Source: an optimization exercise on an open RTL-to-GDS flow (aim: small area). Production flows keep margins and buffers that such runs may drop.
Where RTL was checked, it was by simulation tests only, not by an equivalence proof against the original.

Setup of before:
==> flow/design.v <==
`timescale 1ns / 1ps
module ClockDivider(clk, rst, tick_disp, tick_in, tick_fsm, pos);
    input clk;
    input rst;
    output tick_disp;
    output tick_in;
    output tick_fsm;
    output [1:0] pos;
    reg [7:0] t;
    always @(posedge clk or posedge rst) begin
        if (rst)
            t <= 8'd4;
        else
            t <= t ^ {&t[6:0], &t[5:0], &t[4:0], &t[3:0], &t[2:0], &t[1:0], t[0], 1'b1};
    end
    assign tick_disp = &t[2:0];                  
    assign tick_in   = (t[4:0] == 5'b10011);       
    assign tick_fsm  = (t == 8'b1000_0011);         
    assign pos = t[4:3];
endmodule
`timescale 1ns / 1ps
module debounce(pulse, pb, clk, rst, en);
  output    pulse;
  input     pb;
  input     clk;
  input     rst;
  input     en;
  reg [2:0] s;
  reg [2:0] nx;
  always @(*) begin
    case ({s, pb})
      4'b000_0: nx = 3'b000;  4'b000_1: nx = 3'b001;
      4'b001_0: nx = 3'b000;  4'b001_1: nx = 3'b010;
      4'b010_0: nx = 3'b000;  4'b010_1: nx = 3'b101;
      4'b101_0: nx = 3'b000;  4'b101_1: nx = 3'b011;
      4'b011_0: nx = 3'b100;  4'b011_1: nx = 3'b110;
      4'b111_0: nx = 3'b000;  4'b111_1: nx = 3'b111;
      4'b110_0: nx = 3'b000;  4'b110_1: nx = 3'b111;
      4'b100_0: nx = 3'b000;  4'b100_1: nx = 3'b001;
      default:  nx = 3'b000;
    endcase
  end
  always @(posedge clk or posedge rst) begin
    if (rst)
      s <= 3'b000;
    else if (en)
      s <= nx;
  end
  assign pulse = s[2] & ~s[0];
endmodule
`timescale 1ns / 1ps
`timescale 1ns / 1ps
module LED7SEG(DISPLAY, clk, rst, en, src);
input clk;
input rst;
input en;
input [3:0] src;
output [6:0] DISPLAY;
reg [3:0] value;
	always @ (posedge clk or posedge rst) begin
		if (rst)
			value <= 4'd0;
		else if (en)
			value <= src;
	end
	assign DISPLAY = (value==4'd0) ? 7'b0000001 :
						(value==4'd1) ? 7'b1001111 :
						(value==4'd2) ? 7'b0010010 :
						(value==4'd3) ? 7'b0000110 :
						(value==4'd4) ? 7'b1001100 :
						(value==4'd5) ? 7'b0100100 :
						(value==4'd6) ? 7'b0100000 :
						(value==4'd7) ? 7'b0001111 :
						(value==4'd8) ? 7'b0000000 :
						(value==4'd9) ? 7'b0000100 :
						(value==4'd10) ? 7'b0100111 :     
						(value==4'd11) ? 7'b1100011 :     
						(value==4'd12) ? 7'b0111011 :     
						(value==4'd13) ? 7'b1110010 :     
						(value==4'd14) ? 7'b0111000 :     
						                 7'b0110000;      
endmodule
`timescale 1ns / 1ps
module lab05(clk, rst, money_5, money_10, cancel, check, count_down, LED, DIGIT, DISPLAY);
    input clk;
    input rst;
    input money_5;
    input money_10;
    input cancel;
    input check;
    input count_down;
    output [15:0] LED;
    output [3:0] DIGIT;
    output [6:0] DISPLAY;
    function [12:0] inc13(input [12:0] x);
        integer i;
        reg c;
        begin
            c = 1'b1;
            for (i = 0; i < 13; i = i + 1) begin
                inc13[i] = x[i] ^ c;
                c = c & x[i];
            end
        end
    endfunction
    function [3:0] inc4(input [3:0] x);
        inc4 = {x[3] ^ (&x[2:0]), x[2] ^ (&x[1:0]), x[1] ^ x[0], ~x[0]};
    endfunction
    function [3:0] dec4(input [3:0] x);
        dec4 = {x[3] ^ ~(|x[2:0]), x[2] ^ ~(|x[1:0]), x[1] ^ ~x[0], ~x[0]};
    endfunction
    function [3:0] sub5(input [3:0] x);
        reg c2;
        begin
            c2 = x[1] | x[0];
            sub5 = {~(x[3] ^ (x[2] & c2)), x[2] ^ c2, ~(x[1] ^ x[0]), ~x[0]};
        end
    endfunction
    wire tick_disp, tick_in, tick_fsm;
    wire [1:0] pos;
    ClockDivider timebase(clk, rst, tick_disp, tick_in, tick_fsm, pos);
    wire m5, m10, can, chk, cnt;
    debounce d_m5(m5, money_5, clk, rst, tick_in);
    debounce d_m10(m10, money_10, clk, rst, tick_in);
    debounce d_can(can, cancel, clk, rst, tick_in);
    debounce d_chk(chk, check, clk, rst, tick_in);
    debounce d_cnt(cnt, count_down, clk, rst, tick_in);
    localparam INIT = 3'b000, DEP = 3'b011, AMT = 3'b001, REL = 3'b111,
               CHJ = 3'b100, CHG = 3'b110;
    reg [2:0] state, next_state;
    reg [3:0] R1, R2, next_R1, next_R2;
    reg h, next_h;
    reg led, next_led;
    reg [12:0] count;
    wire slow = (state == REL) | (state == CHJ) | (state == CHG);
    wire fsm_en = slow ? tick_fsm : tick_in;
    wire timeout = &count;
    wire dep_event = can | m5 | m10 | chk;
    wire J = (state == CHJ);
    wire in_chg = (state == CHG);
    wire iter = J & (count[3:0] != 4'hF);
    wire at50 = (R1[2:0] == 3'd5) & ~h;
    wire below50 = (R1[2:0] != 3'd5);
    wire [3:0] R1m1 = dec4(R1);
    wire [3:0] R2m1 = dec4(R2);
    always @(*) begin
        next_state = state;
        next_R1 = R1;
        next_R2 = R2;
        next_h = h;
        next_led = led;
        case (state)
            INIT: begin
                next_R1 = 4'd0;
                next_R2 = 4'd0;
                next_h = 1'b0;
                next_state = DEP;
            end
            DEP: begin
                if (can) begin
                    next_R2 = {1'b0, h, 1'b0, h};
                    next_h = 1'b0;
                    next_led = 1'b0;
                    next_state = CHG;
                end else if (m5) begin
                    if (at50)
                        next_R2 = 4'd9;
                    else if (h) begin
                        if (below50) begin
                            next_R1 = inc4(R1);
                            next_h = 1'b0;
                            next_R2 = {R1[2:0], h};
                        end
                    end else
                        next_h = 1'b1;
                end else if (m10) begin
                    if (at50)
                        next_R2 = 4'd9;
                    else if (below50) begin
                        next_R1 = inc4(R1);
                        next_R2 = {R1[2:0], h};
                    end
                end else if (chk) begin
                    next_led = 1'b0;
                    next_state = AMT;
                end else if (timeout) begin
                    next_R2 = {1'b0, h, 1'b0, h};
                    next_h = 1'b0;
                    next_led = 1'b0;
                    next_state = CHG;
                end
            end
            AMT: begin
                if (cnt)
                    next_R2 = R2m1;
                else if (can) begin
                    next_R2 = {1'b0, h, 1'b0, h};
                    next_h = 1'b0;
                    next_state = CHG;
                end else if (chk)
                    next_state = REL;
            end
            REL: begin
                next_R2 = {1'b0, h, 1'b0, h};
                next_h = 1'b0;
                next_led = 1'b1;
                next_state = CHJ;
            end
            CHJ: begin
                if (iter) begin
                    if (R2 == 4'd0) begin
                        next_R2 = (R1 == 4'd0) ? 4'd7 : 4'd9;
                        next_R1 = (R1 == 4'd0) ? 4'd12 : R1m1;
                    end else
                        next_R2 = R2m1;
                end else
                    next_state = CHG;
            end
            CHG: begin
                if (R1 != 4'd0)
                    next_R1 = R1m1;
                else if (R2 != 4'd0)
                    next_R2 = sub5(R2);
                else
                    next_state = INIT;
            end
            default: next_state = INIT;
        endcase
    end
    always @(posedge clk or posedge rst) begin
        if (rst) begin
            state <= INIT;
            led <= 1'b0;
        end else if (fsm_en | iter) begin
            state <= next_state;
            led <= next_led;
        end
    end
    always @(posedge clk) begin
        if (fsm_en | iter) begin
            R1 <= next_R1;
            R2 <= next_R2;
            h <= next_h;
        end
    end
    wire in_dep = (state == DEP);
    wire count_inc = (in_dep & tick_in & ~dep_event) | iter;
    wire count_clr = (in_dep & tick_in & dep_event) | ~(in_dep | (state == REL) | J);
    wire count_load = (state == REL) & fsm_en;
    reg [12:0] count_carry;
    integer k;
    always @(*) begin
        count_carry[0] = count_inc;
        for (k = 1; k < 13; k = k + 1)
            count_carry[k] = count_carry[k - 1] & count[k - 1];
    end
    always @(posedge clk) begin
        if (count_clr)
            count <= 13'd0;
        else if (count_load)
            count <= {9'd0, ~R2};
        else
            count <= count ^ count_carry;
    end
    reg [3:0] src;
    always @(*) begin
        case (pos)
            2'd0: src = {J, 1'b0, J, 1'b0};                          
            2'd1: src = J ? 4'd11 : ((in_chg | (state == INIT)) ? 4'd0 : R2);          
            2'd2: src = J ? 4'd12 : R1;                              
            default: src = J ? 4'd13 : (in_chg ? R2 : {1'b0, h, 1'b0, h});  
        endcase
    end
    LED7SEG seven(DISPLAY, clk, rst, tick_disp, src);
    assign DIGIT = (pos == 2'd0) ? 4'b1110 :
                   (pos == 2'd1) ? 4'b0111 :
                   (pos == 2'd2) ? 4'b1011 : 4'b1101;
    assign LED = {15'd0, led};
endmodule
clock: 10.0 ns
lec_check: 0
cap_margin: 20
core_margin: 2
core_utilization: 40
slew_margin: 20
standard.sh (not shown) runs the stock make flow with config.mk's settings and CLKGATE_MAP_FILE= SYNTH_SCRIPT=/design/flow/synth_recipe.tcl, a recipe that flattens the netlist after the stock synthesis.
==> flow/flow/run.sh <==
#!/bin/bash
# Own layout flow: the standard layout (standard.sh), except that
#  - synthesis maps logic with a stronger ABC script (flow/synth.tcl, flow/abc.script)
#    and leaves adders to ABC instead of extracting half/full adder cells;
#  - port buffers are buf_1 cells.
# The full make output goes to flow.log in the work folder.
set -euo pipefail
W=$(pwd)
bash standard.sh finish \
  "SYNTH_SCRIPT=$W/flow/synth.tcl" \
  "ADDER_MAP_FILE=" \
  "BUFFER_PORTS_ARGS=-buffer_cell sky130_fd_sc_hd__buf_1" > "$W/flow.log" 2>&1
==> flow/flow/abc.script <==
strash
&get -n
&deepsyn -T 30
&dch -f
&nf -R 1000
&put
topo
==> flow/flow/synth.tcl <==
# The standard synthesis script (synth_recipe.tcl), with one change: ABC
# maps the logic with the script abc.script beside this file instead of
# ORFS's. Registers are mapped before ABC runs, so they are the standard ones.
set own_abc_script [file join [file dirname [file normalize [info script]]] abc.script]
proc synth {args} { yosys synth -nofsm -noshare {*}$args }
proc abc {args} {
  set i [lsearch -exact $args -script]
  if { $i >= 0 } { lset args [expr {$i + 1}] $::own_abc_script }
  yosys abc {*}$args
}
source $::env(SCRIPTS_DIR)/synth.tcl
# left out here: clear keep_hierarchy, flatten, clean up, hide names made inside functions, write 1_2_yosys.v
Modified inputs, after compared to before
--- a/flow/design.v
+++ b/flow/design.v
@@ -150,11 +150,8 @@
         next_h = h;
         next_led = led;
         case (state)
             INIT: begin
-                next_R1 = 4'd0;
-                next_R2 = 4'd0;
-                next_h = 1'b0;
                 next_state = DEP;
             end
             DEP: begin
                 if (can) begin
@@ -229,19 +226,18 @@
     end
     always @(posedge clk or posedge rst) begin
         if (rst) begin
             state <= INIT;
+            R1 <= 4'd0;
+            R2 <= 4'd0;
+            h <= 1'b0;
             led <= 1'b0;
         end else if (fsm_en | iter) begin
             state <= next_state;
-            led <= next_led;
-        end
-    end
-    always @(posedge clk) begin
-        if (fsm_en | iter) begin
             R1 <= next_R1;
             R2 <= next_R2;
             h <= next_h;
+            led <= next_led;
         end
     end
     wire in_dep = (state == DEP);
     wire count_inc = (in_dep & tick_in & ~dep_event) | iter;
@@ -265,9 +261,9 @@
     reg [3:0] src;
     always @(*) begin
         case (pos)
             2'd0: src = {J, 1'b0, J, 1'b0};                          
-            2'd1: src = J ? 4'd11 : ((in_chg | (state == INIT)) ? 4'd0 : R2);          
+            2'd1: src = J ? 4'd11 : (in_chg ? 4'd0 : R2);          
             2'd2: src = J ? 4'd12 : R1;                              
             default: src = J ? 4'd13 : (in_chg ? R2 : {1'b0, h, 1'b0, h});  
         endcase
     end
==> run summary <==
Diff before -> after: global-route wire length before repair lower, final clock period utilization by the worst path went up by 1.9 points.
Per the comparison of after with before, sequential cell area in the final layout down about 3.4%; post-route standard cell area excluding fillers down 64 um2.
after vs before — horizontal die dimension dropped slightly
after: peak clock frequency supported by timing 4.7% below before
after — routed length on met3 140 um lower, before as reference
On wire length after detailed routing, before loses to after.
The net count of the finished layout reported for after is smaller than that of before by 3.
[compare] base=before new=after: post-route non-filler standard cell count -6, area overhead of the layout relative to synthesis shows no meaningful change, critical path depth rose by 1, die area decreased 2.0%.
For after, the most frequent standard cell in the layout excluding fill and tap cells was sky130_fd_sc_hd__nor2_1, unlike before, where it was sky130_fd_sc_hd__nand2_1.
Only the layout flow was run in before; the RTL was not checked for function there.

## re-timing with driven ports
No port has a modelled driver above. Below, the same layouts with a new extraction and two added sets of constraints.
Step 1 (the two cells are an assumption about what drives the block):
set clk [get_ports {clk}]
set_driving_cell -lib_cell sky130_fd_sc_hd__clkbuf_16 $clk
set_driving_cell -lib_cell sky130_fd_sc_hd__buf_2 [delete_from_list [all_inputs] $clk]
Step 2 times the ports against the registers' clock, not the clock port: input delays grow and output delays shrink by t, the midpoint of the rising clock arrivals with the driver on.
Slacks: ideal ports / drivers / drivers and shift; pairs: ideal ports / drivers.
run | t, ns | slack for setup (ns) | worst setup path at the end | worst data-port slew with drivers (ns)
before | 0.333 | 6.161 / 6.126 / 6.459 | register to output | 0.03
after | 0.336 | 5.970 / 5.942 / 6.278 | register to output | 0.03
After both steps every run listed still meets setup and hold.
